What follows belongs to an exercise in optimizing a design on an open flow for small area; a production flow would make more cautious choices.
The RTL was checked by simulation tests, not by an equivalence proof against the original design.
Power figures rest on the tool's default switching activity, not on a simulated workload.

$ cat flow/run.sh
#!/bin/bash
set -uo pipefail
bash standard.sh 'BUFFER_PORTS_ARGS=-buffer_cell sky130_fd_sc_hd__buf_1' \
  'CTS_ARGS=-sink_clustering_enable -repair_clock_nets -sink_clustering_size 20 -sink_clustering_max_diameter 60 -buf_list sky130_fd_sc_hd__clkbuf_8 -dont_use_dummy_load' \
  finish > standard_sh.log 2>&1
$ cat standard.sh
#!/bin/bash
# synth_recipe.tcl (not shown) runs the flow's synth.tcl, then flattens the netlist and writes it again
# the make line also repeats each setting of config.mk as NAME=value (left out here)
make -C /OpenROAD-flow-scripts/flow DESIGN_CONFIG=/design/flow/config.mk WORK_HOME=/design/flow/orfs CLKGATE_MAP_FILE= SYNTH_SCRIPT=/design/flow/synth_recipe.tcl "${@:-finish}"
$ cat config.mk
export PLATFORM = sky130hd
export DESIGN_NAME = main
export DESIGN_NICKNAME = main
export VERILOG_FILES = /design/flow/design.v
export SDC_FILE = /design/flow/constraint.sdc
export NUM_CORES = 4
export LEC_CHECK = 0
export CAP_MARGIN = 20
export CORE_MARGIN = 2
export CORE_UTILIZATION = 65
export SLEW_MARGIN = 20
export SYNTH_HIERARCHICAL = 1
export SYNTH_MINIMUM_KEEP_SIZE = 0
$ cat constraint.sdc
create_clock -name core_clock -period 10.0 [get_ports {clock}]
set_input_delay 2.0000 -clock core_clock [delete_from_list [all_inputs] [get_ports {clock}]]
set_output_delay 2.0000 -clock core_clock [all_outputs]
set_load 0.01 [all_outputs]
$ cat design.v
module main(
    input clock,
    input [7:0] Instruction,
    input reset,
    output [7:0] read_address,
    output [6:0] BCD_output1,
    output [6:0] BCD_output2,
    output [6:0] BCD_output3,
    output [6:0] BCD_output4
    );
    reg  [7:0] pc;
    reg  [7:0] r0, r1, r2, r3;
    reg        ready;
    reg        m1b0;             
    wire is_lw, is_sw, is_addj;
    wire [3:0] sa, sb, we;
    blk_dec u_dec (.I(Instruction), .ready(ready), .is_lw(is_lw), .is_sw(is_sw), .is_addj(is_addj),
                   .sa(sa), .sb(sb), .we(we));
    wire [7:0] a, b;
    genvar w, k, i;
    generate
        for (i = 0; i < 8; i = i + 1) begin : g_rp
            wire a012, a3, b012, b3;
            c_a222oi_1 u_a012 (.A1(sa[0]), .A2(r0[i]), .B1(sa[1]), .B2(r1[i]), .C1(sa[2]), .C2(r2[i]), .Y(a012));
            c_nand2_1  u_a3   (.A(sa[3]), .B(r3[i]), .Y(a3));
            c_nand2_1  u_a    (.A(a012), .B(a3), .Y(a[i]));
            c_a222oi_1 u_b012 (.A1(sb[0]), .A2(r0[i]), .B1(sb[1]), .B2(r1[i]), .C1(sb[2]), .C2(r2[i]), .Y(b012));
            c_nand2_1  u_b3   (.A(sb[3]), .B(r3[i]), .Y(b3));
            c_nand2_1  u_b    (.A(b012), .B(b3), .Y(b[i]));
        end
    endgenerate
    wire [7:0] addr, sum;
    wire [3:0] n_rlo, n_wlo;
    wire [7:0] n_rhi, n_whi;
    wire n_rhi0x, we_m1;
    blk_addr u_addr (.a(a), .I(Instruction), .ready(ready), .addr(addr),
                     .n_rlo(n_rlo), .n_rhi(n_rhi), .n_rhi0x(n_rhi0x),
                     .n_wlo(n_wlo), .n_whi(n_whi), .we_m1(we_m1));
    wire [7:0] cs;
    wire x7;
    c_ha_1 u_s0 (.A(a[0]), .B(b[0]), .SUM(sum[0]), .COUT(cs[1]));
    generate
        for (i = 1; i < 7; i = i + 1) begin : g_sum
            c_fa_1 u (.A(a[i]), .B(b[i]), .CIN(cs[i]), .SUM(sum[i]), .COUT(cs[i+1]));
        end
    endgenerate
    c_xnor2_1 u_s7a (.A(a[7]), .B(b[7]), .Y(x7));
    c_xnor2_1 u_s7  (.A(x7), .B(cs[7]), .Y(sum[7]));
    wire [31:0] rsel, wsel;
    wire        rsel1x;          
    generate
        for (w = 0; w < 32; w = w + 1) begin : g_sel
            c_nor2_1 u_r (.A(n_rlo[w % 4]), .B(n_rhi[w / 4]), .Y(rsel[w]));
            c_nor2_1 u_w (.A(n_wlo[w % 4]), .B(n_whi[w / 4]), .Y(wsel[w]));
        end
    endgenerate
    c_nor2_1 u_r1x (.A(n_rlo[1]), .B(n_rhi0x), .Y(rsel1x));
    wire [31:0] nwsel;
    generate
        for (w = 0; w < 32; w = w + 1) begin : g_nws
            c_inv_1 u (.A(wsel[w]), .Y(nwsel[w]));
        end
    endgenerate
    wire [7:0] d0, d1;
    generate
        for (i = 0; i < 8; i = i + 1) begin : g_d
            assign d0[i] = b[i];     
            c_nand2b_1 u_d1 (.A_N(b[i]), .B(ready), .Y(d1[i]));
        end
    endgenerate
    wire [7:0] mq [0:31];
    generate
        for (w = 0; w < 32; w = w + 1) begin : g_mem
            localparam [7:0] INIT = (w < 16) ? w : ((256 - (w - 16)) % 256);
            reg [7:0] m;
            for (i = 0; i < 8; i = i + 1) begin : g_bit
                if (w == 1 && i == 0) begin : g_x
                    assign mq[w][i] = m1b0;
                end else begin : g_f
                    wire nx;
                    c_a22o_1 u_n (.A1(wsel[w]), .A2(INIT[i] ? d1[i] : d0[i]), .B1(nwsel[w]), .B2(m[i]), .X(nx));
                    always @(posedge clock)
                        m[i] <= nx;
                    assign mq[w][i] = m[i];
                end
            end
        end
    endgenerate
    wire [7:0] wd;
    generate
        for (i = 0; i < 8; i = i + 1) begin : g_wd
            wire [31:0] sl = (i == 0) ? {rsel[31:2], rsel1x, rsel[0]} : rsel;
            wire [10:0] t;
            for (k = 0; k < 10; k = k + 1) begin : g_t
                c_a222oi_1 u (.A1(sl[3*k]), .A2(mq[3*k][i]), .B1(sl[3*k+1]), .B2(mq[3*k+1][i]),
                              .C1(sl[3*k+2]), .C2(mq[3*k+2][i]), .Y(t[k]));
            end
            c_a222oi_1 u_t10 (.A1(sl[30]), .A2(mq[30][i]), .B1(sl[31]), .B2(mq[31][i]),
                              .C1(is_sw), .C2(addr[i]), .Y(t[10]));
            wire p0, p1, p2;
            c_nand4_1  u_p0 (.A(t[0]), .B(t[1]), .C(t[2]), .D(t[3]), .Y(p0));
            c_nand4_1  u_p1 (.A(t[4]), .B(t[5]), .C(t[6]), .D(t[7]), .Y(p1));
            c_nand3_1  u_p2 (.A(t[8]), .B(t[9]), .C(t[10]), .Y(p2));
            c_a2111o_1 u_o  (.A1(is_addj), .A2(sum[i]), .B1(p0), .C1(p1), .D1(p2), .X(wd[i]));
        end
    endgenerate
    wire [3:0] nwe, wr, nwr;
    wire nready;
    wire [7:0] wdg;
    c_inv_1 u_nrdy (.A(ready), .Y(nready));
    generate
        for (k = 0; k < 4; k = k + 1) begin : g_nwe
            c_inv_1  u   (.A(we[k]), .Y(nwe[k]));
            c_nor2_1 u_n (.A(we[k]), .B(nready), .Y(nwr[k]));
            c_inv_1  u_w (.A(nwr[k]), .Y(wr[k]));
        end
        for (i = 1; i < 8; i = i + 1) begin : g_wdg
            c_and2_1 u (.A(wd[i]), .B(ready), .X(wdg[i]));
        end
    endgenerate
    assign wdg[0] = wd[0];
    wire [7:0] r0n, r1n, r2n, r3n;
    generate
        for (i = 0; i < 8; i = i + 1) begin : g_rw
            if (i == 0) begin : g_r
                c_a22o_1 u_0 (.A1(we[0]), .A2(wd[i]), .B1(nwe[0]), .B2(r0[i]), .X(r0n[i]));
                c_a22o_1 u_1 (.A1(we[1]), .A2(wd[i]), .B1(nwe[1]), .B2(r1[i]), .X(r1n[i]));
                c_a22o_1 u_2 (.A1(we[2]), .A2(wd[i]), .B1(nwe[2]), .B2(r2[i]), .X(r2n[i]));
                c_a22o_1 u_3 (.A1(we[3]), .A2(wd[i]), .B1(nwe[3]), .B2(r3[i]), .X(r3n[i]));
            end else begin : g_x
                c_a22o_1 u_0 (.A1(wr[0]), .A2(wdg[i]), .B1(nwr[0]), .B2(r0[i]), .X(r0n[i]));
                c_a22o_1 u_1 (.A1(wr[1]), .A2(wdg[i]), .B1(nwr[1]), .B2(r1[i]), .X(r1n[i]));
                c_a22o_1 u_2 (.A1(wr[2]), .A2(wdg[i]), .B1(nwr[2]), .B2(r2[i]), .X(r2n[i]));
                c_a22o_1 u_3 (.A1(wr[3]), .A2(wdg[i]), .B1(nwr[3]), .B2(r3[i]), .X(r3n[i]));
            end
        end
    endgenerate
    wire [7:0] pcn;
    wire [7:0] cp;
    wire s0, s1, y7;
    c_and3_1   u_ps0 (.A(Instruction[7]), .B(Instruction[6]), .C(Instruction[0]), .X(s0));
    c_and3_1   u_ps1 (.A(Instruction[7]), .B(Instruction[6]), .C(Instruction[1]), .X(s1));
    c_xnor2_1  u_p0  (.A(pc[0]), .B(s0), .Y(pcn[0]));
    c_or2_1    u_c1  (.A(pc[0]), .B(s0), .X(cp[1]));
    generate
        for (i = 1; i < 7; i = i + 1) begin : g_pc
            c_fa_1 u (.A(pc[i]), .B(s1), .CIN(cp[i]), .SUM(pcn[i]), .COUT(cp[i+1]));
        end
    endgenerate
    c_xnor2_1 u_p7a (.A(pc[7]), .B(s1), .Y(y7));
    c_xnor2_1 u_p7  (.A(y7), .B(cp[7]), .Y(pcn[7]));
    always @(posedge clock or posedge reset) begin
        if (reset) begin
            ready <= 1'b0;
            m1b0 <= 1'b1;
            pc <= 8'd0;
            r0[0] <= 1'b0; r1[0] <= 1'b0; r2[0] <= 1'b0; r3[0] <= 1'b0;
        end else begin
            ready <= 1'b1;
            if (we_m1) m1b0 <= b[0];
            pc <= pcn;
            r0[0] <= r0n[0]; r1[0] <= r1n[0]; r2[0] <= r2n[0]; r3[0] <= r3n[0];
        end
    end
    always @(posedge clock) begin
        r0[7:1] <= r0n[7:1]; r1[7:1] <= r1n[7:1]; r2[7:1] <= r2n[7:1]; r3[7:1] <= r3n[7:1];
    end
    assign read_address = pc;
    blk_seg_small u_s1 (.v(wd[3:0]), .seg(BCD_output1));
    blk_seg_small u_s2 (.v(wd[7:4]), .seg(BCD_output2));
    blk_seg_small u_s3 (.v(pc[3:0]), .seg(BCD_output3));
    blk_seg_small u_s4 (.v(pc[7:4]), .seg(BCD_output4));
endmodule
module blk_seg_small(input [3:0] v, output [6:0] seg);
    wire n13;
    wire n14;
    wire n15;
    wire n16;
    wire n17;
    wire n18;
    wire n19;
    wire n20;
    wire n21;
    wire n22;
    wire n23;
    wire n24;
    wire n25;
    wire n26;
    wire n27;
    wire n28;
    wire n29;
    wire n30;
    wire n31;
    c_inv_1 u0 (.A(v[0]), .Y(n13));
    c_inv_1 u1 (.A(v[2]), .Y(n14));
    c_nor2_1 u2 (.A(n13), .B(n14), .Y(n15));
    c_nor2_1 u3 (.A(v[0]), .B(v[2]), .Y(n16));
    c_nor2_1 u4 (.A(n16), .B(n15), .Y(n17));
    c_inv_1 u5 (.A(v[3]), .Y(n18));
    c_nand3_1 u6 (.A(n14), .B(n18), .C(v[1]), .Y(n19));
    c_nand3_1 u7 (.A(n17), .B(v[1]), .C(n19), .Y(n20));
    c_nor2_1 u8 (.A(n14), .B(n18), .Y(n21));
    c_inv_1 u9 (.A(v[1]), .Y(n22));
    c_nand2_1 u10 (.A(n21), .B(n22), .Y(n23));
    c_nand2_1 u11 (.A(n20), .B(n23), .Y(n24));
    c_o21ai_1 u12 (.A1(v[1]), .A2(n14), .B1(n18), .Y(n25));
    c_nand2_1 u13 (.A(n23), .B(n25), .Y(n26));
    c_o21ai_1 u14 (.A1(v[2]), .A2(n22), .B1(n13), .Y(n27));
    c_nand2_1 u15 (.A(n26), .B(n27), .Y(seg[1]));
    c_o21ai_1 u16 (.A1(n15), .A2(n24), .B1(seg[1]), .Y(seg[5]));
    c_nand2_1 u17 (.A(seg[5]), .B(n19), .Y(n28));
    c_o21ai_1 u18 (.A1(n21), .A2(n16), .B1(n28), .Y(seg[4]));
    c_nand2_1 u19 (.A(n19), .B(v[1]), .Y(n29));
    c_nor2_1 u20 (.A(n29), .B(n17), .Y(n30));
    c_a31oi_1 u21 (.A1(n22), .A2(n18), .A3(n17), .B1(n30), .Y(seg[3]));
    c_nor2_1 u22 (.A(n16), .B(n21), .Y(n31));
    c_nand2_1 u23 (.A(n20), .B(n31), .Y(seg[2]));
    c_o22a_1 u24 (.A1(v[0]), .A2(n23), .B1(n25), .B2(n28), .X(seg[0]));
    c_a32oi_1 u25 (.A1(n22), .A2(n18), .A3(n17), .B1(n24), .B2(v[0]), .Y(seg[6]));
endmodule
module blk_dec(input [7:0] I, input ready, output is_lw, output is_sw, output is_addj, output [3:0] sa, output [3:0] sb, output [3:0] we);
    wire n26;
    wire n27;
    wire n28;
    wire n29;
    wire n30;
    wire n31;
    wire n32;
    wire n33;
    wire n34;
    wire n35;
    wire n36;
    wire n37;
    wire n38;
    wire n39;
    wire n40;
    c_inv_1 u0 (.A(I[1]), .Y(n26));
    c_nand2_1 u1 (.A(I[3]), .B(I[6]), .Y(n27));
    c_o21ai_1 u2 (.A1(I[6]), .A2(n26), .B1(n27), .Y(n28));
    c_inv_1 u3 (.A(n28), .Y(n29));
    c_inv_1 u4 (.A(I[2]), .Y(n30));
    c_nand2_1 u5 (.A(n30), .B(I[6]), .Y(n31));
    c_o21a_1 u6 (.A1(I[0]), .A2(I[6]), .B1(n31), .X(n32));
    c_inv_1 u7 (.A(I[7]), .Y(n33));
    c_nand2b_1 u8 (.A_N(n32), .B(n33), .Y(n34));
    c_nor2_1 u9 (.A(n29), .B(n34), .Y(we[2]));
    c_and2_1 u10 (.A(n33), .B(I[6]), .X(is_lw));
    c_nand2_1 u11 (.A(I[3]), .B(ready), .Y(n35));
    c_nor2_1 u12 (.A(I[2]), .B(n35), .Y(sb[2]));
    c_nand2_1 u13 (.A(I[5]), .B(ready), .Y(n36));
    c_nor2_1 u14 (.A(I[4]), .B(n36), .Y(sa[2]));
    c_nand2_1 u15 (.A(n32), .B(n33), .Y(n37));
    c_nor2_1 u16 (.A(n28), .B(n37), .Y(we[1]));
    c_nand2b_1 u17 (.A_N(I[3]), .B(ready), .Y(n38));
    c_nor2_1 u18 (.A(n30), .B(n38), .Y(sb[1]));
    c_inv_1 u19 (.A(I[4]), .Y(n39));
    c_nand2b_1 u20 (.A_N(I[5]), .B(ready), .Y(n40));
    c_nor2_1 u21 (.A(n39), .B(n40), .Y(sa[1]));
    c_nor2_1 u22 (.A(n28), .B(n34), .Y(we[0]));
    c_nor2_1 u23 (.A(n30), .B(n35), .Y(sb[3]));
    c_nor2_1 u24 (.A(n29), .B(n37), .Y(we[3]));
    c_nor2_1 u25 (.A(I[2]), .B(n38), .Y(sb[0]));
    c_nor2_1 u26 (.A(n39), .B(n36), .Y(sa[3]));
    c_nor2_1 u27 (.A(I[4]), .B(n40), .Y(sa[0]));
    c_nor2_1 u28 (.A(I[6]), .B(n33), .Y(is_sw));
    c_nor2_1 u29 (.A(is_sw), .B(is_lw), .Y(is_addj));
endmodule
module blk_addr(input [7:0] a, input [7:0] I, input ready, output [7:0] addr, output [3:0] n_rlo, output [7:0] n_rhi, output n_rhi0x, output [3:0] n_wlo, output [7:0] n_whi, output we_m1);
    wire n53;
    wire n54;
    wire n55;
    wire n56;
    wire n57;
    wire n58;
    wire n59;
    wire n60;
    wire n61;
    wire n62;
    wire n63;
    wire n64;
    wire n65;
    wire n66;
    wire n67;
    wire n68;
    wire n69;
    wire n70;
    wire n71;
    wire n72;
    wire n73;
    wire n74;
    wire n75;
    wire n76;
    wire n77;
    wire n78;
    wire n79;
    wire n80;
    wire n81;
    wire n82;
    wire n83;
    wire n84;
    wire n85;
    wire n86;
    wire n87;
    wire n88;
    wire n89;
    wire n90;
    wire n91;
    c_inv_1 u0 (.A(ready), .Y(n53));
    c_inv_1 u1 (.A(I[7]), .Y(n54));
    c_nand2_1 u2 (.A(I[1]), .B(a[2]), .Y(n55));
    c_nand2_1 u3 (.A(I[1]), .B(a[1]), .Y(n56));
    c_nand2_1 u4 (.A(I[0]), .B(a[0]), .Y(n57));
    c_nor2_1 u5 (.A(I[1]), .B(a[1]), .Y(n58));
    c_xor2_1 u6 (.A(I[1]), .B(a[1]), .X(n59));
    c_o21ai_1 u7 (.A1(n57), .A2(n58), .B1(n56), .Y(n60));
    c_xor2_1 u8 (.A(I[1]), .B(a[2]), .X(n61));
    c_nand2_1 u9 (.A(n60), .B(n61), .Y(n62));
    c_nand2_1 u10 (.A(n55), .B(n62), .Y(n63));
    c_nand2_1 u11 (.A(I[1]), .B(a[3]), .Y(n64));
    c_xor2_1 u12 (.A(I[1]), .B(a[3]), .X(n65));
    c_xnor2_1 u13 (.A(n63), .B(n65), .Y(n66));
    c_inv_1 u14 (.A(n66), .Y(addr[3]));
    c_xnor2_1 u15 (.A(n60), .B(n61), .Y(n67));
    c_inv_1 u16 (.A(n67), .Y(addr[2]));
    c_nand2_1 u17 (.A(n55), .B(n64), .Y(n68));
    c_a31oi_1 u18 (.A1(n60), .A2(n61), .A3(n65), .B1(n68), .Y(n69));
    c_nand2_1 u19 (.A(I[1]), .B(a[4]), .Y(n70));
    c_nor2_1 u20 (.A(I[1]), .B(a[4]), .Y(n71));
    c_xor2_1 u21 (.A(I[1]), .B(a[4]), .X(n72));
    c_xnor2_1 u22 (.A(n69), .B(n72), .Y(addr[4]));
    c_nand2b_1 u23 (.A_N(I[1]), .B(a[6]), .Y(n73));
    c_nand2b_1 u24 (.A_N(a[6]), .B(I[1]), .Y(n74));
    c_nand2_1 u25 (.A(n73), .B(n74), .Y(n75));
    c_nand2_1 u26 (.A(I[1]), .B(a[5]), .Y(n76));
    c_xnor2_1 u27 (.A(I[1]), .B(a[5]), .Y(n77));
    c_o311a_1 u28 (.A1(n69), .A2(n71), .A3(n77), .B1(n76), .C1(n70), .X(n78));
    c_xnor2_1 u29 (.A(n75), .B(n78), .Y(addr[6]));
    c_o21ai_1 u30 (.A1(n69), .A2(n71), .B1(n70), .Y(n79));
    c_xnor2_1 u31 (.A(n77), .B(n79), .Y(addr[5]));
    c_xnor2_1 u32 (.A(n57), .B(n59), .Y(addr[1]));
    c_xnor2_1 u33 (.A(I[0]), .B(a[0]), .Y(n80));
    c_inv_1 u34 (.A(n80), .Y(addr[0]));
    c_nand2_1 u35 (.A(n59), .B(addr[0]), .Y(n_rlo[3]));
    c_nand2_1 u36 (.A(addr[1]), .B(n80), .Y(n_rlo[2]));
    c_nand2b_1 u37 (.A_N(n59), .B(addr[0]), .Y(n_rlo[1]));
    c_nand2b_1 u38 (.A_N(addr[1]), .B(n80), .Y(n_rlo[0]));
    c_nor2_1 u39 (.A(n66), .B(addr[2]), .Y(n81));
    c_mux2i_1 u40 (.A0(n73), .A1(n74), .S(n78), .Y(n82));
    c_xnor2_1 u41 (.A(a[7]), .B(n82), .Y(n83));
    c_inv_1 u42 (.A(n83), .Y(addr[7]));
    c_nor2_1 u43 (.A(addr[6]), .B(addr[5]), .Y(n84));
    c_and3_1 u44 (.A(addr[4]), .B(n83), .C(n84), .X(n85));
    c_nor2_1 u45 (.A(I[6]), .B(n54), .Y(n86));
    c_a31oi_1 u46 (.A1(n81), .A2(n85), .A3(n86), .B1(n53), .Y(n_whi[6]));
    c_nor2_1 u47 (.A(addr[3]), .B(n67), .Y(n87));
    c_a31oi_1 u48 (.A1(n85), .A2(n86), .A3(n87), .B1(n53), .Y(n_whi[5]));
    c_nor2_1 u49 (.A(addr[3]), .B(addr[2]), .Y(n88));
    c_a31oi_1 u50 (.A1(n85), .A2(n86), .A3(n88), .B1(n53), .Y(n_whi[4]));
    c_nor2_1 u51 (.A(n66), .B(n67), .Y(n89));
    c_and3b_1 u52 (.A_N(addr[4]), .B(n83), .C(n84), .X(n90));
    c_a31oi_1 u53 (.A1(n86), .A2(n89), .A3(n90), .B1(n53), .Y(n_whi[3]));
    c_a31oi_1 u54 (.A1(n81), .A2(n86), .A3(n90), .B1(n53), .Y(n_whi[2]));
    c_a31oi_1 u55 (.A1(n86), .A2(n87), .A3(n90), .B1(n53), .Y(n_whi[1]));
    c_a31oi_1 u56 (.A1(n86), .A2(n88), .A3(n90), .B1(n53), .Y(n_whi[0]));
    c_and2_1 u57 (.A(ready), .B(n_rlo[2]), .X(n_wlo[2]));
    c_and2_1 u58 (.A(ready), .B(n_rlo[1]), .X(n_wlo[1]));
    c_and2_1 u59 (.A(ready), .B(n_rlo[0]), .X(n_wlo[0]));
    c_and3_1 u60 (.A(ready), .B(I[6]), .C(n54), .X(n91));
    c_nand3_1 u61 (.A(n81), .B(n85), .C(n91), .Y(n_rhi[6]));
    c_nand3_1 u62 (.A(n85), .B(n87), .C(n91), .Y(n_rhi[5]));
    c_nand3_1 u63 (.A(n85), .B(n88), .C(n91), .Y(n_rhi[4]));
    c_nand3_1 u64 (.A(n89), .B(n90), .C(n91), .Y(n_rhi[3]));
    c_nand3_1 u65 (.A(n81), .B(n90), .C(n91), .Y(n_rhi[2]));
    c_nand3_1 u66 (.A(n87), .B(n90), .C(n91), .Y(n_rhi[1]));
    c_nand3_1 u67 (.A(n88), .B(n90), .C(n91), .Y(n_rhi[0]));
    c_and4b_1 u68 (.A_N(n_rlo[1]), .B(n86), .C(n88), .D(n90), .X(we_m1));
    c_a31oi_1 u69 (.A1(n85), .A2(n86), .A3(n89), .B1(n53), .Y(n_whi[7]));
    c_and2_1 u70 (.A(ready), .B(n_rlo[3]), .X(n_wlo[3]));
    c_nand4_1 u71 (.A(I[6]), .B(n54), .C(n88), .D(n90), .Y(n_rhi0x));
    c_nand3_1 u72 (.A(n85), .B(n89), .C(n91), .Y(n_rhi[7]));
endmodule
module c_a2111o_1(input A1, input A2, input B1, input C1, input D1, output X);
    assign X = (A1&A2) | (B1) | (C1) | (D1);
endmodule
module c_a222oi_1(input A1, input A2, input B1, input B2, input C1, input C2, output Y);
    assign Y = (~A1&~B1&~C1) | (~A1&~B1&~C2) | (~A1&~B2&~C1) | (~A2&~B1&~C1) | (~A1&~B2&~C2) | (~A2&~B1&~C2) | (~A2&~B2&~C1) | (~A2&~B2&~C2);
endmodule
module c_a22o_1(input A1, input A2, input B1, input B2, output X);
    assign X = (B1&B2) | (A1&A2);
endmodule
module c_a31oi_1(input A1, input A2, input A3, input B1, output Y);
    assign Y = (~A1&~B1) | (~A2&~B1) | (~A3&~B1);
endmodule
module c_a32oi_1(input A1, input A2, input A3, input B1, input B2, output Y);
    assign Y = (~A1&~B1) | (~A1&~B2) | (~A2&~B1) | (~A3&~B1) | (~A2&~B2) | (~A3&~B2);
endmodule
module c_and2_1(input A, input B, output X);
    assign X = (A&B);
endmodule
module c_and3_1(input A, input B, input C, output X);
    assign X = (A&B&C);
endmodule
module c_and3b_1(input A_N, input B, input C, output X);
    assign X = (~A_N&B&C);
endmodule
module c_and4b_1(input A_N, input B, input C, input D, output X);
    assign X = (~A_N&B&C&D);
endmodule
module c_fa_1(input A, input B, input CIN, output COUT, output SUM);
    assign COUT = (A&B) | (A&CIN) | (B&CIN);
    assign SUM = (A&~B&~CIN) | (~A&B&~CIN) | (~A&~B&CIN) | (A&B&CIN);
endmodule
module c_ha_1(input A, input B, output COUT, output SUM);
    assign COUT = (A&B);
    assign SUM = (A&~B) | (~A&B);
endmodule
module c_inv_1(input A, output Y);
    assign Y = (~A);
endmodule
module c_mux2i_1(input A0, input A1, input S, output Y);
    assign Y = (~A0&~S) | (~A1&S);
endmodule
module c_nand2_1(input A, input B, output Y);
    assign Y = (~A) | (~B);
endmodule
module c_nand2b_1(input A_N, input B, output Y);
    assign Y = (A_N) | (~B);
endmodule
module c_nand3_1(input A, input B, input C, output Y);
    assign Y = (~A) | (~B) | (~C);
endmodule
module c_nand4_1(input A, input B, input C, input D, output Y);
    assign Y = (~A) | (~B) | (~C) | (~D);
endmodule
module c_nor2_1(input A, input B, output Y);
    assign Y = (~A&~B);
endmodule
module c_o21a_1(input A1, input A2, input B1, output X);
    assign X = (A1&B1) | (A2&B1);
endmodule
module c_o21ai_1(input A1, input A2, input B1, output Y);
    assign Y = (~A1&~A2) | (~B1);
endmodule
module c_o22a_1(input A1, input A2, input B1, input B2, output X);
    assign X = (A1&B1) | (A2&B1) | (A1&B2) | (A2&B2);
endmodule
module c_o311a_1(input A1, input A2, input A3, input B1, input C1, output X);
    assign X = (A1&B1&C1) | (A2&B1&C1) | (A3&B1&C1);
endmodule
module c_or2_1(input A, input B, output X);
    assign X = (A) | (B);
endmodule
module c_xnor2_1(input A, input B, output Y);
    assign Y = (~A&~B) | (A&B);
endmodule
module c_xor2_1(input A, input B, output X);
    assign X = (A&~B) | (~A&B);
endmodule
==> report_table.html, run 1 <==
<table>
<tr><th>Metric</th><th>Value</th></tr>
<tr><th colspan="2">Run status</th></tr>
<tr><td>Status</td><td>no timing/DRC/antenna violations</td></tr>
<tr><th colspan="2">Drt</th></tr>
<tr><td>Initial detailed-routing violation count</td><td>1765</td></tr>
<tr><td>Total wirelength of the detailed-routed design</td><td>35500 um</td></tr>
<tr><td>DRC violation count after routing</td><td>0</td></tr>
<tr><td>Via-per-instance ratio</td><td>7.44</td></tr>
<tr><td>DR vias</td><td>10487</td></tr>
<tr><td>Average wire per cell in the routed design</td><td>25.2 um</td></tr>
<tr><td>Final ANT Viol Nets</td><td>0</td></tr>
<tr><td>Number of iterations in the first detailed-routing pass</td><td>17</td></tr>
<tr><th colspan="2">STA</th></tr>
<tr><td>Max Clk Rate</td><td>0.104 GHz</td></tr>
<tr><td>Time the worst path needs with I/O delays and setup</td><td>9570 ps</td></tr>
<tr><td>Worst clock skew on the final layout</td><td>62.2 ps</td></tr>
<tr><td>Setup violations, final</td><td>0</td></tr>
<tr><td>Period Utilization, post-route</td><td>95.7%</td></tr>
<tr><td>Worst-case headroom to the max-slew limit</td><td>19.3%</td></tr>
<tr><td>Unrepaired setup endpoints after global routing</td><td>false</td></tr>
<tr><td>Actual transition at the worst max-transition pin</td><td>1210 ps</td></tr>
<tr><td>Final count of hold timing violations</td><td>0</td></tr>
<tr><td>Setup TNS after final layout</td><td>0 ps</td></tr>
<tr><td>Max-slew violation count</td><td>0</td></tr>
<tr><th colspan="2">Global route</th></tr>
<tr><td>GR peak layer</td><td>met2</td></tr>
<tr><td>Maximum number of pins on one net before global-route repair</td><td>27</td></tr>
<tr><td>Vias in the first global route</td><td>9748</td></tr>
<tr><td>Total gr overflow</td><td>0</td></tr>
<tr><td>Global-route met1 utilization</td><td>50.7%</td></tr>
<tr><td>Met2 usage</td><td>55.5%</td></tr>
<tr><td>Total track usage</td><td>35.4%</td></tr>
<tr><td>First-pass GRT wire length</td><td>55000 um</td></tr>
<tr><td>Met3 Usage GRT</td><td>6.11%</td></tr>
<tr><td>Initial antenna violation count</td><td>0</td></tr>
<tr><th colspan="2">Final layout</th></tr>
<tr><td>Fraction of layout cells with a size suffix above 1</td><td>2.54%</td></tr>
<tr><td>Number of fill cells in the layout</td><td>1383</td></tr>
<tr><td>Footprint of the multi-input gates</td><td>0.00551 mm2</td></tr>
<tr><td>Count of non-filler cells in the finished layout</td><td>1410</td></tr>
<tr><td>Storage cell area</td><td>0.00602 mm2</td></tr>
<tr><td>Layout net count</td><td>1206</td></tr>
<tr><td>Commonest cells after routing, fill and taps aside</td><td>a22o_1, dfxtp_1, nor2_1</td></tr>
<tr><td>Layout Area Growth over Synthesis</td><td>6.76%</td></tr>
<tr><td>Commonest non-fill, non-tap cell in the layout</td><td>a22o_1</td></tr>
<tr><td>Antenna diode instance count</td><td>0</td></tr>
<tr><th colspan="2">Flow run</th></tr>
<tr><td>Number of max-cap violations</td><td>0</td></tr>
<tr><th colspan="2">CTS</th></tr>
<tr><td>Count of buffers added by post-CTS timing repair for setup</td><td>0</td></tr>
<tr><td>Cts bufs inserted</td><td>21</td></tr>
<tr><td>Clock slew at reported path FFs</td><td>40 ps</td></tr>
<tr><td>Number of gates given a new drive strength after cts</td><td>0</td></tr>
<tr><td>Clock insertion delay at the later pin of the skew report</td><td>550 ps</td></tr>
<tr><td>Cts-stage hold buffer count</td><td>0</td></tr>
<tr><td>Root buf cell</td><td>clkbuf_8</td></tr>
<tr><td>Number of clock sinks seen by CTS</td><td>297</td></tr>
<tr><td>CTS HTree Levels</td><td>1</td></tr>
<tr><td>Clock tree from TritonCTS</td><td>done</td></tr>
<tr><td>Clk buf depth</td><td>3</td></tr>
<tr><th colspan="2">Floorplanning</th></tr>
<tr><td>I/O pin count</td><td>46</td></tr>
<tr><td>FP Rows</td><td>49</td></tr>
<tr><td>DIE AREA</td><td>0.0192 mm2</td></tr>
<tr><td>Height of the die</td><td>139 um</td></tr>
<tr><td>Width of the die</td><td>139 um</td></tr>
<tr><td>Effective utilization at floorplan</td><td>65.9%</td></tr>
<tr><td>Floorplan core area</td><td>0.0179 mm2</td></tr>
<tr><th colspan="2">Setup path</th></tr>
<tr><td>WP data required</td><td>8000 ps</td></tr>
<tr><td>Start-to-end type of the worst setup path</td><td>in2out</td></tr>
<tr><td>Endpoint kind of the worst setup timing path</td><td>output pin</td></tr>
<tr><td>Worst Setup Start Kind</td><td>input port</td></tr>
<tr><td>Worst-path fanout max</td><td>10</td></tr>
<tr><td>Arrival time worst endpoint</td><td>7570 ps</td></tr>
<tr><th colspan="2">Synthesis</th></tr>
<tr><td>Post-synth design cell area</td><td>0.0118 mm2</td></tr>
<tr><td>Count of state elements after synthesis</td><td>297</td></tr>
<tr><td>Synth warn</td><td>7</td></tr>
<tr><td>Number of instances in the synthesized netlist</td><td>1108</td></tr>
<tr><td>Syn avg cell area</td><td>10.6 um2</td></tr>
<tr><td>Proportion of netlist area held by the largest area contributor</td><td>48.1%</td></tr>
<tr><td>Number of distinct library cell variants in the gate-level netlist after synthesis</td><td>30</td></tr>
<tr><td>Synth Net Count</td><td>1131</td></tr>
<tr><td>Largest cells by area after synthesis</td><td>dfxtp_1, a22o_1, a222oi_1</td></tr>
<tr><td>Post-synth top area cell</td><td>dfxtp_1</td></tr>
<tr><td>Share of the yosys chip area belonging to registers</td><td>51.0%</td></tr>
<tr><th colspan="2">Placed design</th></tr>
<tr><td>Quantity of I/O buffers inserted on ports</td><td>45</td></tr>
<tr><td>Placed wire-length estimate</td><td>24300 um</td></tr>
<tr><td>Number of placed instances with taps included</td><td>1389</td></tr>
<tr><td>Placer's final routability congestion estimate</td><td>0.984</td></tr>
<tr><th colspan="2">Hold path</th></tr>
<tr><td>Hold crit path type</td><td>reg2reg</td></tr>
<tr><th colspan="2">Power and ir drop</th></tr>
<tr><td>Maximum vdd ir drop</td><td>0.203 mV</td></tr>
<tr><td>Leak pwr</td><td>5.14 nW</td></tr>
<tr><td>Pwr dens</td><td>212 mW/mm2</td></tr>
</table>
-- worst paths after layout --
| kind | from | endpoint | slack, ps | cells past startpoint |
|---|---|---|---|---|
| worst min-delay path | g_mem[2].m[4] | g_mem[2].m[4] | 480 | 1 |
| max in group asynchronous | reset | m1b0 | 8120 | 2 |
| worst max-delay path | Instruction[5] | BCD_output1[0] | 430 | 26 |
| min in group asynchronous | reset | pc[1] | 1470 | 2 |
| worst max register to register | ready | r0[5] | 4440 | 19 |
| worst min register to register | g_mem[2].m[4] | g_mem[2].m[4] | 480 | 1 |
-- critical path, stage by stage --
cell      delay [ps]
buf_1             80
nand2b_1         150
nor2_1           440
a222oi_1         190
nand2_1          210
nor2_1            80
o21ai_1          260
a31oi_1          200
o311a_1          440
mux2i_1          150
xnor2_1          220
and3b_1          460
nand3_1          230
nor2_1           500
a222oi_1         240
nand4_1          230
a2111o_1         300
inv_1            100
nor2_1           160
nor2_1           120
nand3_1          130
nand2_1           80
o21ai_1          180
nand2_1           90
o22a_1           200
buf_1            120
-- power breakdown --
group          internal [mW]  switching, mW  total (mW)
sequential              1.36          0.136        1.49
clock                  0.190          0.350       0.540
combinational          0.245          0.396       0.641
total                   1.79          0.882        2.67
-- cell type report --
type / count / area share, %
timing repair buffer: 52 / 1.76
multi-input combinational: 742 / 43.8
clock buffer: 21 / 2.30
inverter: 69 / 2.06
tap: 229 / 2.28
sequential: 297 / 47.8
-- per-module statistics from Yosys, one instance, submodules excluded, a selection --
module | cells inside | flops+latches
c_or2_1 | 1 | 0
c_o311a_1 | 1 | 0
c_inv_1 | 1 | 0
c_nand2b_1 | 1 | 0
c_o22a_1 | 1 | 0
c_a32oi_1 | 1 | 0
c_a2111o_1 | 1 | 0
c_nor2_1 | 1 | 0
c_o21a_1 | 1 | 0
c_ha_1 | 1 | 0
c_a31oi_1 | 1 | 0
c_and4b_1 | 1 | 0
c_o21ai_1 | 1 | 0
c_nand4_1 | 1 | 0
c_xnor2_1 | 1 | 0
c_and3_1 | 1 | 0
-- sequential cells by signal, summed over array words and instances, names as in the netlist --
register / count
g_mem.m: 255
m1b0: 1
pc: 8
r0: 8
r1: 8
r2: 8
r3: 8
ready: 1
-- layer usage --
| layer | vias up | share of wire [%] |
|---|---|---|
| met5 | - | 0 |
| met4 | 0 | 3.6 |
| met3 | 121 | 11 |
| met2 | 703 | 45 |
| met1 | 5074 | 41 |
| li1 | 4589 | - |
-- metrics by stage --
step	hold WS [ps]	area, um2	utilization [%]	total power [mW]	worst slack [ps]
floorplan	449	11800	-	1.92	1180
global placement	461	12300	68.7	2.13	867
detailed placement	467	12300	68.7	2.14	622
CTS	478	12600	70.3	2.67	603
global route	500	12600	70.3	2.80	22.9
finish	482	12600	70.3	2.67	430
-- cell families after synthesis --
| kind of cell | share of synthesized area, % |
|---|---|
| fa+ha+maj | 2.14 |
| flops | 51.0 |
| xor+xnor | 1.34 |
| buf+inv | 2.20 |
| compound gates | 33.2 |
| mux | 0.212 |
| other cells | 0.0318 |
| simple gates | 9.89 |
-- Yosys cell counts (all sizes together) --
cell and number:
a22o 287, dfxtp 283, nor2 115, a222oi 104
nand2 77, inv 69, nand3 24, o21ai 19
nand4 17, nand2b 15, xnor2 14, a31oi 13
dfrtp 13, and2 12, fa 12, a2111o 8
a32oi 4, and3 4, o22a 4, xor2 4
and3b 1, and4b 1, conb 1, dfstp 1
ha 1, mux2 1, mux2i 1, o21a 1
o311a 1, or2 1
==> inputs of run 2 (changes only) <==
--- a/config.mk
+++ b/config.mk
@@ -7,7 +7,7 @@
 export LEC_CHECK = 0
 export CAP_MARGIN = 20
 export CORE_MARGIN = 2
-export CORE_UTILIZATION = 65
+export CORE_UTILIZATION = 55
 export SLEW_MARGIN = 20
 export SYNTH_HIERARCHICAL = 1
 export SYNTH_MINIMUM_KEEP_SIZE = 0
==> run 2 against run 1 <==
Still clean on timing, DRC and antenna; synthesized cell count did not move; die area rose by 18%; final cell count rose by 3.4%; combinational power barely moved; total power rose by 0.52%; non-clock buffer count rose by 1; register-to-register slack got worse by 220 ps; clock skew rose by 33 ps; clock-buffer cell count rose by 1; maximum frequency fell by 0.78%; critical path depth did not move; largest cell class unchanged; largest power group unchanged; highest routed layer unchanged.
==> report_table.html, run 2 <==
<table>
<tr><th>Metric</th><th>Value</th></tr>
<tr><th colspan="2">Run status</th></tr>
<tr><td>Status</td><td>no timing/DRC/antenna violations</td></tr>
<tr><th colspan="2">Synthesis</th></tr>
<tr><td>Most used standard cell by instance count after synthesis</td><td>a22o_1</td></tr>
<tr><td>Largest cells by area after synthesis</td><td>dfxtp_1, a22o_1, a222oi_1</td></tr>
<tr><td>List of most frequent post-synthesis cells</td><td>a22o_1, dfxtp_1, nor2_1, a222oi_1, nand2_1</td></tr>
<tr><td>Share of the yosys chip area belonging to registers</td><td>51.0%</td></tr>
<tr><td>Post-synth top area cell</td><td>dfxtp_1</td></tr>
<tr><td>Post-synth design cell area</td><td>0.0118 mm2</td></tr>
<tr><td>Syn avg cell area</td><td>10.6 um2</td></tr>
<tr><td>Number of enable-type register cells in the synthesized netlist</td><td>0</td></tr>
<tr><td>Proportion of netlist area held by the largest area contributor</td><td>48.1%</td></tr>
<tr><td>Proportion of register bits with asynchronous set or reset after synthesis</td><td>4.71%</td></tr>
<tr><td>Count of state elements after synthesis</td><td>297</td></tr>
<tr><td>Synth Net Count</td><td>1131</td></tr>
<tr><td>Number of distinct library cell variants in the gate-level netlist after synthesis</td><td>30</td></tr>
<tr><td>Number of instances in the synthesized netlist</td><td>1108</td></tr>
<tr><td>Main synth FF type</td><td>dfxtp_1</td></tr>
<tr><td>Synth warn</td><td>7</td></tr>
<tr><th colspan="2">Power and ir drop</th></tr>
<tr><td>Pwr dens</td><td>212 mW/mm2</td></tr>
<tr><td>Total net switching power</td><td>0.888 mW</td></tr>
<tr><td>Switching part of the total</td><td>33.0%</td></tr>
<tr><td>Cell-internal power</td><td>1.80 mW</td></tr>
<tr><td>Maximum vdd ir drop</td><td>0.130 mV</td></tr>
<tr><td>Part of the total power dissipated in sequential elements</td><td>55.3%</td></tr>
<tr><td>Power share of the clock group</td><td>21.0%</td></tr>
<tr><td>Overall Power</td><td>2.69 mW</td></tr>
<tr><td>Leak pwr</td><td>5.16 nW</td></tr>
<tr><td>Combinational cell fraction of total power</td><td>23.7%</td></tr>
<tr><th colspan="2">Placed design</th></tr>
<tr><td>Placed wire-length estimate</td><td>24900 um</td></tr>
<tr><td>Quantity of I/O buffers inserted on ports</td><td>45</td></tr>
<tr><td>Area post-placement</td><td>0.0124 mm2</td></tr>
<tr><td>Worst setup slack after placement</td><td>572 ps</td></tr>
<tr><td>Placer's final routability congestion estimate</td><td>0.962</td></tr>
<tr><td>Number of placed instances with taps included</td><td>1435</td></tr>
<tr><th colspan="2">Drt</th></tr>
<tr><td>Number of iterations in the first detailed-routing pass</td><td>14</td></tr>
<tr><td>Average wire per cell in the routed design</td><td>25.2 um</td></tr>
<tr><td>Initial detailed-routing violation count</td><td>1391</td></tr>
<tr><td>DR vias</td><td>10241</td></tr>
<tr><td>Total wirelength of the detailed-routed design</td><td>36700 um</td></tr>
<tr><td>DRC violation count after routing</td><td>0</td></tr>
<tr><td>Via-per-instance ratio</td><td>7.02</td></tr>
<tr><td>Final ANT Viol Nets</td><td>0</td></tr>
<tr><th colspan="2">Setup path</th></tr>
<tr><td>Worst R2R Start</td><td>ready</td></tr>
<tr><td>WP data required</td><td>8000 ps</td></tr>
<tr><td>Endpoint kind of the worst setup timing path</td><td>output pin</td></tr>
<tr><td>Worst Setup Start Kind</td><td>input port</td></tr>
<tr><td>Worst-path fanout max</td><td>10</td></tr>
<tr><td>Start-to-end type of the worst setup path</td><td>in2out</td></tr>
<tr><td>Arrival time worst endpoint</td><td>7650 ps</td></tr>
<tr><td>Reg-to-Reg End</td><td>r0[5]</td></tr>
<tr><td>R2R Setup Slk</td><td>4220 ps</td></tr>
<tr><td>Number of cell instances on the worst register-to-register path</td><td>19</td></tr>
<tr><th colspan="2">STA</th></tr>
<tr><td>Setup TNS after final layout</td><td>0 ps</td></tr>
<tr><td>Final Worst Setup Slack</td><td>355 ps</td></tr>
<tr><td>Worst clock skew on the final layout</td><td>95.1 ps</td></tr>
<tr><td>Time the worst path needs with I/O delays and setup</td><td>9650 ps</td></tr>
<tr><td>Unrepaired setup endpoints after global routing</td><td>false</td></tr>
<tr><td>Actual transition at the worst max-transition pin</td><td>1100 ps</td></tr>
<tr><td>Worst-case headroom to the max-slew limit</td><td>26.8%</td></tr>
<tr><td>Period Utilization, post-route</td><td>96.5%</td></tr>
<tr><td>Setup violations, final</td><td>0</td></tr>
<tr><td>Max Clk Rate</td><td>0.104 GHz</td></tr>
<tr><td>Final count of hold timing violations</td><td>0</td></tr>
<tr><td>Max-slew violation count</td><td>0</td></tr>
<tr><th colspan="2">Final layout</th></tr>
<tr><td>Register bank with the most flops</td><td>g_mem.m</td></tr>
<tr><td>Commonest non-fill, non-tap cell in the layout</td><td>a22o_1</td></tr>
<tr><td>Max reg flops</td><td>255</td></tr>
<tr><td>Layout Cell Area excl Fill</td><td>0.0127 mm2</td></tr>
<tr><td>Layout net count</td><td>1208</td></tr>
<tr><td>Count of non-filler cells in the finished layout</td><td>1458</td></tr>
<tr><td>Commonest cells after routing, fill and taps aside</td><td>a22o_1, dfxtp_1, nor2_1</td></tr>
<tr><td>Antenna diode instance count</td><td>0</td></tr>
<tr><td>Fraction of layout cells with a size suffix above 1</td><td>2.79%</td></tr>
<tr><td>Layout Area Growth over Synthesis</td><td>7.51%</td></tr>
<tr><th colspan="2">CTS</th></tr>
<tr><td>Number of gates given a new drive strength after cts</td><td>0</td></tr>
<tr><td>CTS HTree Levels</td><td>1</td></tr>
<tr><td>Clock insertion delay at the later pin of the skew report</td><td>590 ps</td></tr>
<tr><td>Clock tree from TritonCTS</td><td>done</td></tr>
<tr><td>Clk buf depth</td><td>3</td></tr>
<tr><td>Cts-stage hold buffer count</td><td>0</td></tr>
<tr><td>Root buf cell</td><td>clkbuf_8</td></tr>
<tr><td>Clock slew at reported path FFs</td><td>70 ps</td></tr>
<tr><td>Count of buffers added by post-CTS timing repair for setup</td><td>0</td></tr>
<tr><td>Number of clock sinks seen by CTS</td><td>297</td></tr>
<tr><td>Cts bufs inserted</td><td>22</td></tr>
<tr><th colspan="2">Global route</th></tr>
<tr><td>Maximum number of pins on one net before global-route repair</td><td>27</td></tr>
<tr><td>First-pass GRT wire length</td><td>56200 um</td></tr>
<tr><td>Vias in the first global route</td><td>9340</td></tr>
<tr><td>Total track usage</td><td>32.2%</td></tr>
<tr><td>Initial antenna violation count</td><td>0</td></tr>
<tr><td>Total gr overflow</td><td>0</td></tr>
<tr><th colspan="2">Hold path</th></tr>
<tr><td>Hold crit path type</td><td>reg2reg</td></tr>
<tr><td>Cell count of the worst hold path</td><td>1</td></tr>
<tr><td>Hold wc startpoint</td><td>g_mem[10].m[0]</td></tr>
<tr><td>Worst-case hold path end point</td><td>g_mem[10].m[0]</td></tr>
<tr><th colspan="2">Floorplanning</th></tr>
<tr><td>Height of the die</td><td>150 um</td></tr>
<tr><td>FP Rows</td><td>53</td></tr>
<tr><td>I/O pin count</td><td>46</td></tr>
<tr><td>Effective utilization at floorplan</td><td>56.1%</td></tr>
<tr><td>Floorplan core area</td><td>0.0210 mm2</td></tr>
<tr><td>Width of the die</td><td>150 um</td></tr>
<tr><td>DIE AREA</td><td>0.0226 mm2</td></tr>
<tr><th colspan="2">Flow run</th></tr>
<tr><td>Number of max-cap violations</td><td>0</td></tr>
</table>
==> run 2: worst max-delay path, stage by stage <==
cell	delay [ps]
buf_1	80
nand2b_1	160
nor2_1	420
a222oi_1	190
nand2_1	220
nor2_1	80
o21ai_1	280
a31oi_1	200
o311a_1	430
mux2i_1	200
xnor2_1	130
and3b_1	310
nand3_1	220
nor2_1	180
a222oi_1	560
nand4_1	260
a2111o_1	500
inv_1	140
nor2_1	80
nor2_1	230
nand3_1	150
nand2_1	120
o21ai_1	100
nand2_1	100
o22a_1	160
buf_1	160
==> run 2: power by group through the flow <==
stage	registers, mW	logic [mW]	clock network (mW)
floorplan	1.48	0.440	0
global route	1.51	0.698	0.617
global placement	1.51	0.621	0
finish	1.49	0.638	0.565
CTS	1.48	0.631	0.574
detailed placement	1.51	0.629	0
==> run 2: layer usage <==
| layer | vias to the layer above | GRT usage, % | part of all wire [%] |
|---|---|---|---|
| met5 | - | 0 | 0 |
| met4 | 0 | 11.6 | 3.8 |
| met3 | 108 | 3.94 | 8.9 |
| met2 | 590 | 48.7 | 44 |
| met1 | 4958 | 47.4 | 44 |
| li1 | 4585 | - | - |
==> run 2: area by class of cell <==
cell class | count | area, um2
sequential | 297 | 6020
inverter | 69 | 259
multi-input combinational | 742 | 5520
timing repair buffer | 53 | 236
clock buffer | 22 | 303
tap | 275 | 344
fill | 1752 | 8350
==> run 2: Yosys stat by module (local to each module, per instance), excerpt <==
module      copies in the design  cell area [um2]  flops+latches  cells inside
c_a222oi_1                   104             10.0              0             1
c_a32oi_1                      4             8.76              0             1
c_o21ai_1                     19             5.00              0             1
c_nand3_1                     24             5.00              0             1
c_ha_1                         1             12.5              0             1
c_and3b_1                      1             8.76              0             1
c_xnor2_1                     14             8.76              0             1
c_a31oi_1                     13             6.26              0             1
c_a22o_1                     287             8.76              0             1
c_o21a_1                       1             7.51              0             1
c_o311a_1                      1             10.0              0             1
c_a2111o_1                     8             11.3              0             1
c_nand2b_1                    15             6.26              0             1
c_fa_1                        12             20.0              0             1
c_mux2i_1                      1             10.0              0             1
c_and4b_1                      1             10.0              0             1
==> run 2: worst max-delay path by stage <==
stage                               from        endpoint  slack [ps]  cells after the start
final                     Instruction[5]  BCD_output2[0]         350                     26
after global routing      Instruction[5]  BCD_output1[0]          30                     26
after CTS                 Instruction[5]  BCD_output1[0]         580                     26
after detailed placement  Instruction[5]  BCD_output1[0]         570                     26
after global placement    Instruction[5]  BCD_output2[0]         730                     25
after floorplan           Instruction[3]  BCD_output2[0]        1180                     20
==> run 2: kinds of logic after synthesis <==
family / Yosys count / synth area share (%)
AND/OR/NAND/NOR: 267 / 9.89
multiplexers: 2 / 0.212
flip-flops: 297 / 51.0
AO/OA/AOI/OAI: 441 / 33.2
XOR/XNOR: 18 / 1.34
buffers and inverters: 69 / 2.20
adder cells (fa/ha/maj): 13 / 2.14
other: 1 / 0.0318
==> run 2: stage by stage <==
stage                     hold slack [ps]  util, %
after floorplan                       449        -
after global placement                461     58.8
after global routing                  500     60.3
after detailed placement              464     58.8
final                                 487     60.3
after CTS                             484     60.2
==> inputs of run 3 (changes only) <==
--- a/config.mk
+++ b/config.mk
@@ -7,7 +7,7 @@
 export LEC_CHECK = 0
 export CAP_MARGIN = 20
 export CORE_MARGIN = 2
-export CORE_UTILIZATION = 55
+export CORE_UTILIZATION = 60
 export SLEW_MARGIN = 20
 export SYNTH_HIERARCHICAL = 1
 export SYNTH_MINIMUM_KEEP_SIZE = 0
==> run 3 against run 2 <==
Still clean; sequential power is essentially flat; global-route usage grew 1.7 points; worst hold slack gained 2.9 ps; maximum frequency grew 1.6%; clock-buffer cell count is the same; synthesized cell count is the same; via count grew 0.30%; sequential share of layout area grew 0.084 points; first-iteration DRC count grew 31%; critical path type unchanged; largest power group unchanged.
==> report_table.html, run 3 <==
<table>
<tr><th>Metric</th><th>Value</th></tr>
<tr><th colspan="2">Run status</th></tr>
<tr><td>Status</td><td>no timing/DRC/antenna violations</td></tr>
<tr><th colspan="2">Synthesis</th></tr>
<tr><td>Proportion of register bits with asynchronous set or reset after synthesis</td><td>4.71%</td></tr>
<tr><td>Count of state elements after synthesis</td><td>297</td></tr>
<tr><td>List of most frequent post-synthesis cells</td><td>a22o_1, dfxtp_1, nor2_1, a222oi_1, nand2_1</td></tr>
<tr><td>Share of the synthesized area in compound gates (AO/OA/AOI/OAI)</td><td>33.2%</td></tr>
<tr><td>Main synth FF type</td><td>dfxtp_1</td></tr>
<tr><td>Share of synthesized area spent on multiplexers</td><td>0.212%</td></tr>
<tr><td>Number of instances in the synthesized netlist</td><td>1108</td></tr>
<tr><td>Syn avg cell area</td><td>10.6 um2</td></tr>
<tr><td>Post-synthesis adder-cell area fraction</td><td>2.14%</td></tr>
<tr><td>Post-synth design cell area</td><td>0.0118 mm2</td></tr>
<tr><td>Synth Net Count</td><td>1131</td></tr>
<tr><td>Share of the yosys chip area belonging to registers</td><td>51.0%</td></tr>
<tr><td>Number of distinct library cell variants in the gate-level netlist after synthesis</td><td>30</td></tr>
<tr><td>Number of enable-type register cells in the synthesized netlist</td><td>0</td></tr>
<tr><td>Most used standard cell by instance count after synthesis</td><td>a22o_1</td></tr>
<tr><td>Proportion of netlist area held by the largest area contributor</td><td>48.1%</td></tr>
<tr><td>Largest cells by area after synthesis</td><td>dfxtp_1, a22o_1, a222oi_1</td></tr>
<tr><td>Synth warn</td><td>7</td></tr>
<tr><td>Post-synthesis share of cell area spent on xor and xnor gates</td><td>1.34%</td></tr>
<tr><td>Simple-Gate Fraction of Synth Area</td><td>9.89%</td></tr>
<tr><td>Post-synth top area cell</td><td>dfxtp_1</td></tr>
<tr><td>Combinational family with the most area after synthesis</td><td>compound AO/OA/AOI/OAI gates</td></tr>
<tr><th colspan="2">Power and ir drop</th></tr>
<tr><td>Switching part of the total</td><td>33.0%</td></tr>
<tr><td>Pwr dens</td><td>213 mW/mm2</td></tr>
<tr><td>Part of the total power dissipated in sequential elements</td><td>55.4%</td></tr>
<tr><td>Leak pwr</td><td>5.15 nW</td></tr>
<tr><td>Cell-internal power</td><td>1.80 mW</td></tr>
<tr><td>Combinational cell fraction of total power</td><td>23.8%</td></tr>
<tr><td>Maximum vdd ir drop</td><td>0.133 mV</td></tr>
<tr><td>Total net switching power</td><td>0.888 mW</td></tr>
<tr><td>Power share of the clock group</td><td>20.8%</td></tr>
<tr><td>Overall Power</td><td>2.69 mW</td></tr>
<tr><th colspan="2">STA</th></tr>
<tr><td>Unrepaired setup endpoints after global routing</td><td>false</td></tr>
<tr><td>Worst-case headroom to the max-slew limit</td><td>25.0%</td></tr>
<tr><td>Actual transition at the worst max-transition pin</td><td>1120 ps</td></tr>
<tr><td>Max-slew violation count</td><td>0</td></tr>
<tr><td>Setup violations, final</td><td>0</td></tr>
<tr><td>Final count of hold timing violations</td><td>0</td></tr>
<tr><td>Max Clk Rate</td><td>0.105 GHz</td></tr>
<tr><td>Period Utilization, post-route</td><td>94.9%</td></tr>
<tr><td>Time the worst path needs with I/O delays and setup</td><td>9490 ps</td></tr>
<tr><td>Setup TNS after final layout</td><td>0 ps</td></tr>
<tr><td>Worst clock skew on the final layout</td><td>50.9 ps</td></tr>
<tr><td>Final Worst Setup Slack</td><td>505 ps</td></tr>
<tr><th colspan="2">CTS</th></tr>
<tr><td>CTS HTree Levels</td><td>1</td></tr>
<tr><td>Clock insertion delay at the later pin of the skew report</td><td>570 ps</td></tr>
<tr><td>Cts bufs inserted</td><td>22</td></tr>
<tr><td>Count of buffers added by post-CTS timing repair for setup</td><td>0</td></tr>
<tr><td>Clock tree from TritonCTS</td><td>done</td></tr>
<tr><td>Number of clock sinks seen by CTS</td><td>297</td></tr>
<tr><td>Number of gates given a new drive strength after cts</td><td>0</td></tr>
<tr><td>Cts-stage hold buffer count</td><td>0</td></tr>
<tr><td>Root buf cell</td><td>clkbuf_8</td></tr>
<tr><td>Clk buf depth</td><td>3</td></tr>
<tr><td>Clock slew at reported path FFs</td><td>70 ps</td></tr>
<tr><th colspan="2">Global route</th></tr>
<tr><td>Maximum number of pins on one net before global-route repair</td><td>27</td></tr>
<tr><td>Vias in the first global route</td><td>9495</td></tr>
<tr><td>Total track usage</td><td>33.9%</td></tr>
<tr><td>Total gr overflow</td><td>0</td></tr>
<tr><td>Initial antenna violation count</td><td>0</td></tr>
<tr><td>First-pass GRT wire length</td><td>54900 um</td></tr>
<tr><th colspan="2">Final layout</th></tr>
<tr><td>Commonest non-fill, non-tap cell in the layout</td><td>a22o_1</td></tr>
<tr><td>Register bank with the most flops</td><td>g_mem.m</td></tr>
<tr><td>Number of fill cells in the layout</td><td>1637</td></tr>
<tr><td>Layout net count</td><td>1207</td></tr>
<tr><td>Fraction of layout cells with a size suffix above 1</td><td>2.88%</td></tr>
<tr><td>Antenna diode instance count</td><td>0</td></tr>
<tr><td>Commonest cells after routing, fill and taps aside</td><td>a22o_1, dfxtp_1, nor2_1</td></tr>
<tr><td>Final design utilization</td><td>65.2%</td></tr>
<tr><td>Layout Area Growth over Synthesis</td><td>7.32%</td></tr>
<tr><td>Max reg flops</td><td>255</td></tr>
<tr><td>Layout Cell Area excl Fill</td><td>0.0127 mm2</td></tr>
<tr><th colspan="2">Drt</th></tr>
<tr><td>Highest metal layer with signal wires</td><td>met4</td></tr>
<tr><td>Initial detailed-routing violation count</td><td>1827</td></tr>
<tr><td>Via-per-instance ratio</td><td>7.10</td></tr>
<tr><td>Total met3 wirelength after detailed routing</td><td>3490 um</td></tr>
<tr><td>Final ANT Viol Nets</td><td>0</td></tr>
<tr><td>Number of iterations in the first detailed-routing pass</td><td>10</td></tr>
<tr><td>DRC violation count after routing</td><td>0</td></tr>
<tr><td>Total wirelength of the detailed-routed design</td><td>35800 um</td></tr>
<tr><td>DR vias</td><td>10272</td></tr>
<tr><td>Average wire per cell in the routed design</td><td>24.7 um</td></tr>
<tr><td>Wire length on met2</td><td>15900 um</td></tr>
<tr><td>Metal1 wirelength</td><td>15300 um</td></tr>
<tr><th colspan="2">Floorplanning</th></tr>
<tr><td>FP Rows</td><td>51</td></tr>
<tr><td>I/O pin count</td><td>46</td></tr>
<tr><td>DIE AREA</td><td>0.0208 mm2</td></tr>
<tr><td>Floorplan core area</td><td>0.0194 mm2</td></tr>
<tr><td>Effective utilization at floorplan</td><td>60.8%</td></tr>
<tr><td>Width of the die</td><td>144 um</td></tr>
<tr><td>Height of the die</td><td>144 um</td></tr>
<tr><th colspan="2">Setup path</th></tr>
<tr><td>Critical path buffer and inverter count</td><td>3</td></tr>
<tr><td>Origin of the worst setup path</td><td>Instruction[4]</td></tr>
<tr><td>Number of stages on the worst setup path</td><td>25</td></tr>
<tr><td>Endpoint kind of the worst setup timing path</td><td>output pin</td></tr>
<tr><td>Slowest cell on the critical path</td><td>a2111o_1</td></tr>
<tr><td>Worst R2R Start</td><td>ready</td></tr>
<tr><td>Worst Setup Start Kind</td><td>input port</td></tr>
<tr><td>R2R Setup Slk</td><td>4500 ps</td></tr>
<tr><td>Most numerous cell on the critical path</td><td>nor2_1</td></tr>
<tr><td>CP delay by family, top</td><td>simple AND/OR/NAND/NOR gates</td></tr>
<tr><td>Endpoint of the most critical setup path</td><td>BCD_output1[0]</td></tr>
<tr><td>Start-to-end type of the worst setup path</td><td>in2out</td></tr>
<tr><td>Reg-to-Reg End</td><td>r1[5]</td></tr>
<tr><td>Arrival time worst endpoint</td><td>7490 ps</td></tr>
<tr><td>Worst-path fanout max</td><td>10</td></tr>
<tr><td>Number of cell instances on the worst register-to-register path</td><td>19</td></tr>
<tr><td>Worst path max stage delay</td><td>610 ps</td></tr>
<tr><td>WP data required</td><td>8000 ps</td></tr>
<tr><th colspan="2">Flow run</th></tr>
<tr><td>Number of max-cap violations</td><td>0</td></tr>
<tr><th colspan="2">Hold path</th></tr>
<tr><td>Hold crit path type</td><td>reg2reg</td></tr>
<tr><th colspan="2">Placed design</th></tr>
<tr><td>Quantity of I/O buffers inserted on ports</td><td>45</td></tr>
<tr><td>Placer's final routability congestion estimate</td><td>0.955</td></tr>
<tr><td>Area post-placement</td><td>0.0123 mm2</td></tr>
<tr><td>Placed wire-length estimate</td><td>24200 um</td></tr>
<tr><td>Worst setup slack after placement</td><td>571 ps</td></tr>
</table>
[run 3: changes by cell type in the layout (fill, tap and decap cells not counted), sizes merged]
cell	previous run	this run
buf	53	52
[run 3: how the worst min path moves through the flow]
stage / cells past startpoint / startpoint / slack, ps / endpoint
5_1_grt: 1 / g_mem[19].m[4] / 500 / g_mem[19].m[4]
3_3_place_gp: 1 / g_mem[29].m[0] / 460 / g_mem[29].m[0]
2_1_floorplan: 1 / g_mem[11].m[0] / 450 / g_mem[11].m[0]
3_5_place_dp: 1 / g_mem[29].m[0] / 460 / g_mem[29].m[0]
4_1_cts: 1 / g_mem[2].m[0] / 490 / g_mem[2].m[0]
6_report: 1 / g_mem[2].m[0] / 490 / g_mem[2].m[0]
[run 3: power groups by stage]
stage,combinational (mW),sequential (mW),clock (mW)
after global routing,0.701,1.51,0.604
after detailed placement,0.633,1.51,0
after CTS,0.634,1.48,0.563
after floorplan,0.440,1.48,0
final,0.641,1.49,0.559
after global placement,0.616,1.51,0
[run 3: cell type report]
| class | count | area (um2) | area share (%) |
|---|---|---|---|
| clock buffers | 22 | 303 | 2.39 |
| inverters | 69 | 259 | 2.05 |
| multi-input cells | 742 | 5520 | 43.6 |
| flip-flops and latches | 297 | 6020 | 47.6 |
| well taps | 265 | 332 | 2.62 |
| repair buffers | 52 | 221 | 1.75 |
[run 3: through the flow]
stage / hold slack, ps / std cells
2_1_floorplan: 449 / 1108
3_3_place_gp: 460 / 1425
3_5_place_dp: 463 / 1425
4_1_cts: 486 / 1447
5_1_grt: 498 / 1447
6_report: 490 / 1447
[run 3: metal layers]
metal / global-route usage (%) / vias to the layer above
li1: - / 4591
met1: 48.1 / 5034
met2: 52.8 / 569
met3: 6.95 / 78
met4: 9.56 / 0
met5: 0 / -
[run 3: worst register-to-register path: cells and delay by family (launching register included)]
kind	cells	cell delay, ps
and+or+nand+nor	11	2300
AOI/OAI and AO/OA	6	2220
DFF	1	350
buffers and inverters	1	260
xor gates and xnor gates	1	240
[run 3: logic make-up (layout without fill, tap and decap cells)]
kind of cell / after synthesis / count (layout)
fa+ha+maj: 13 / 13
simple gates: 267 / 267
buf+inv: 69 / 143
compound gates: 441 / 441
flops: 297 / 297
other cells: 1 / 1
mux: 2 / 2
xor+xnor: 18 / 18
[run 3: Yosys stat by module (local to each module, per instance), excerpt]
module | cells | times used
c_a31oi_1 | 1 | 13
c_or2_1 | 1 | 1
c_ha_1 | 1 | 1
c_and2_1 | 1 | 12
c_inv_1 | 1 | 68
main | 300 | 1
c_nand2b_1 | 1 | 15
c_fa_1 | 1 | 12
==> inputs of run 4 (changes only) <==
--- a/config.mk
+++ b/config.mk
@@ -5,9 +5,9 @@
 export SDC_FILE = /design/flow/constraint.sdc
 export NUM_CORES = 4
 export LEC_CHECK = 0
-export CAP_MARGIN = 20
+export CAP_MARGIN = 0
 export CORE_MARGIN = 2
 export CORE_UTILIZATION = 60
-export SLEW_MARGIN = 20
+export SLEW_MARGIN = 0
 export SYNTH_HIERARCHICAL = 1
 export SYNTH_MINIMUM_KEEP_SIZE = 0
==> run 4 against run 3 <==
Via count did not move; critical path depth did not move; global-route usage did not move; maximum frequency did not move; total power did not move; sequential power barely moved; non-clock buffer count did not move; largest cell class unchanged.
==> report_table.html, run 4 <==
<table>
<tr><th>Metric</th><th>Value</th></tr>
<tr><th colspan="2">Final layout</th></tr>
<tr><td>Layout Area Growth over Synthesis</td><td>7.32%</td></tr>
<tr><td>Commonest non-fill, non-tap cell in the layout</td><td>a22o_1</td></tr>
<tr><td>Register bank with the most flops</td><td>g_mem.m</td></tr>
<tr><td>Layout Cell Area excl Fill</td><td>0.0127 mm2</td></tr>
<tr><td>Commonest cells after routing, fill and taps aside</td><td>a22o_1, dfxtp_1, nor2_1</td></tr>
<tr><th colspan="2">Drt</th></tr>
<tr><td>Total wirelength of the detailed-routed design</td><td>35800 um</td></tr>
<tr><td>DRC violation count after routing</td><td>0</td></tr>
<tr><td>Highest metal layer with signal wires</td><td>met4</td></tr>
<tr><td>DR vias</td><td>10272</td></tr>
<tr><td>Average wire per cell in the routed design</td><td>24.7 um</td></tr>
<tr><td>Total met3 wirelength after detailed routing</td><td>3490 um</td></tr>
<tr><th colspan="2">Placed design</th></tr>
<tr><td>Placer's final routability congestion estimate</td><td>0.955</td></tr>
<tr><th colspan="2">Floorplanning</th></tr>
<tr><td>FP Rows</td><td>51</td></tr>
<tr><td>Width of the die</td><td>144 um</td></tr>
<tr><th colspan="2">Setup path</th></tr>
<tr><td>Worst-path fanout max</td><td>10</td></tr>
<tr><td>Worst Setup Start Kind</td><td>input port</td></tr>
<tr><td>Most numerous cell on the critical path</td><td>nor2_1</td></tr>
<tr><td>Worst path max stage delay</td><td>610 ps</td></tr>
<tr><th colspan="2">Synthesis</th></tr>
<tr><td>Synth Net Count</td><td>1131</td></tr>
<tr><td>Number of distinct library cell variants in the gate-level netlist after synthesis</td><td>30</td></tr>
<tr><td>Proportion of register bits with asynchronous set or reset after synthesis</td><td>4.71%</td></tr>
<tr><td>Post-synth design cell area</td><td>0.0118 mm2</td></tr>
<tr><td>Synth warn</td><td>7</td></tr>
<tr><td>Syn avg cell area</td><td>10.6 um2</td></tr>
<tr><td>Main synth FF type</td><td>dfxtp_1</td></tr>
<tr><th colspan="2">CTS</th></tr>
<tr><td>Count of buffers added by post-CTS timing repair for setup</td><td>0</td></tr>
<tr><td>Clock tree from TritonCTS</td><td>done</td></tr>
<tr><td>Number of clock sinks seen by CTS</td><td>297</td></tr>
<tr><td>Root buf cell</td><td>clkbuf_8</td></tr>
<tr><td>Cts-stage hold buffer count</td><td>0</td></tr>
<tr><th colspan="2">STA</th></tr>
<tr><td>Max-slew violation count</td><td>0</td></tr>
<tr><td>Setup violations, final</td><td>0</td></tr>
<tr><td>Unrepaired setup endpoints after global routing</td><td>false</td></tr>
<tr><th colspan="2">Run status</th></tr>
<tr><td>Status</td><td>no timing/DRC/antenna violations</td></tr>
</table>
==> run 4: cell counts in the layout (fill, tap and decap cells not counted) <==
Identical to the previous run, type by type.
==> run 4: final timing paths <==
path	startpoint	endpoint	slack, ps	cells after the start
min in group asynchronous	reset	pc[3]	1470	2
hold / removal	g_mem[2].m[0]	g_mem[2].m[0]	490	1
max in group asynchronous	reset	m1b0	8080	2
hold reg to reg	g_mem[2].m[0]	g_mem[2].m[0]	490	1
setup reg to reg	ready	r1[5]	4500	19
setup / recovery	Instruction[4]	BCD_output1[0]	510	25
==> run 4: cells by family after synthesis <==
logic type      after synthesis  share of synthesized area, %
compound gates              441                          33.2
xor+xnor                     18                          1.34
fa+ha+maj                    13                          2.14
buf+inv                      69                          2.20
flops                       297                          51.0
mux                           2                         0.212
other cells                   1                        0.0318
simple gates                267                          9.89
==> run 4: modules after synthesis (local to each module, per instance), a selection <==
module      times used  cell area (um2)
c_mux2i_1            1             10.0
c_o311a_1            1             10.0
c_and4b_1            1             10.0
c_nand3_1           24             5.00
c_nand2b_1          15             6.26
c_fa_1              12             20.0
c_xor2_1             4             8.76
c_or2_1              1             6.26
c_and3_1             4             6.26
main                 1             6040
c_a2111o_1           8             11.3
==> run 4: per-layer routing <==
layer	global-route usage [%]	up-vias
li1	-	4591
met1	48.1	5034
met2	52.8	569
met3	6.95	78
met4	9.56	0
met5	0	-
==> run 4: layout make-up <==
class / count / area [um2] / share of cell area, %
Timing Repair Buffer: 52 / 221 / 1.75
Inverter: 69 / 259 / 2.05
Sequential cell: 297 / 6020 / 47.6
Multi-Input combinational cell: 742 / 5520 / 43.6
Clock buffer: 22 / 303 / 2.39
Tap cell: 265 / 332 / 2.62
==> run 4: per-stage QoR <==
step / hold slack, ps / setup slack (ps) / std cells / util (%) / power, mW
finish: 490 / 505 / 1447 / 65.2 / 2.69
global placement: 460 / 750 / 1425 / 63.6 / 2.13
floorplan: 449 / 1180 / 1108 / - / 1.92
detailed placement: 463 / 571 / 1425 / 63.6 / 2.14
CTS: 486 / 563 / 1447 / 65.2 / 2.68
global route: 498 / 13.9 / 1447 / 65.2 / 2.81
==> run 4: where the power goes <==
group | leakage [nW] | switching, mW | total (mW) | internal, mW
logic | 2.49 | 0.395 | 0.641 | 0.246
clock network | 0.158 | 0.361 | 0.559 | 0.198
registers | 2.50 | 0.132 | 1.49 | 1.36
total | 5.15 | 0.888 | 2.69 | 1.80

## static timing again, ports no longer ideal
In the flow no input, the clock included, has a driving cell. The finished layouts below were timed again as built, in two steps.
Step 1 sets driving cells, clkbuf_16 on the clock port and buf_2 on the other inputs (assumed; they add their load-dependent delay and slew).
Step 2, shift: input delay + t, output delay - t, t = (earliest + latest rising clock arrival at the registers) / 2. This alone moves slack from input paths to output paths.
Three values: ideal ports, drivers, drivers and shift; two values: the first two.
| run | t (ns) | setup WS [ns] |
|---|---|---|
| run 1 | 0.562 | 0.430 / 0.410 / 0.410 |
| run 2 | 0.583 | 0.355 / 0.335 / 0.335 |
| run 3 | 0.585 | 0.505 / 0.484 / 0.484 |
| run 4 | 0.585 | 0.505 / 0.484 / 0.484 |
After both steps setup and hold are still met in every run listed.
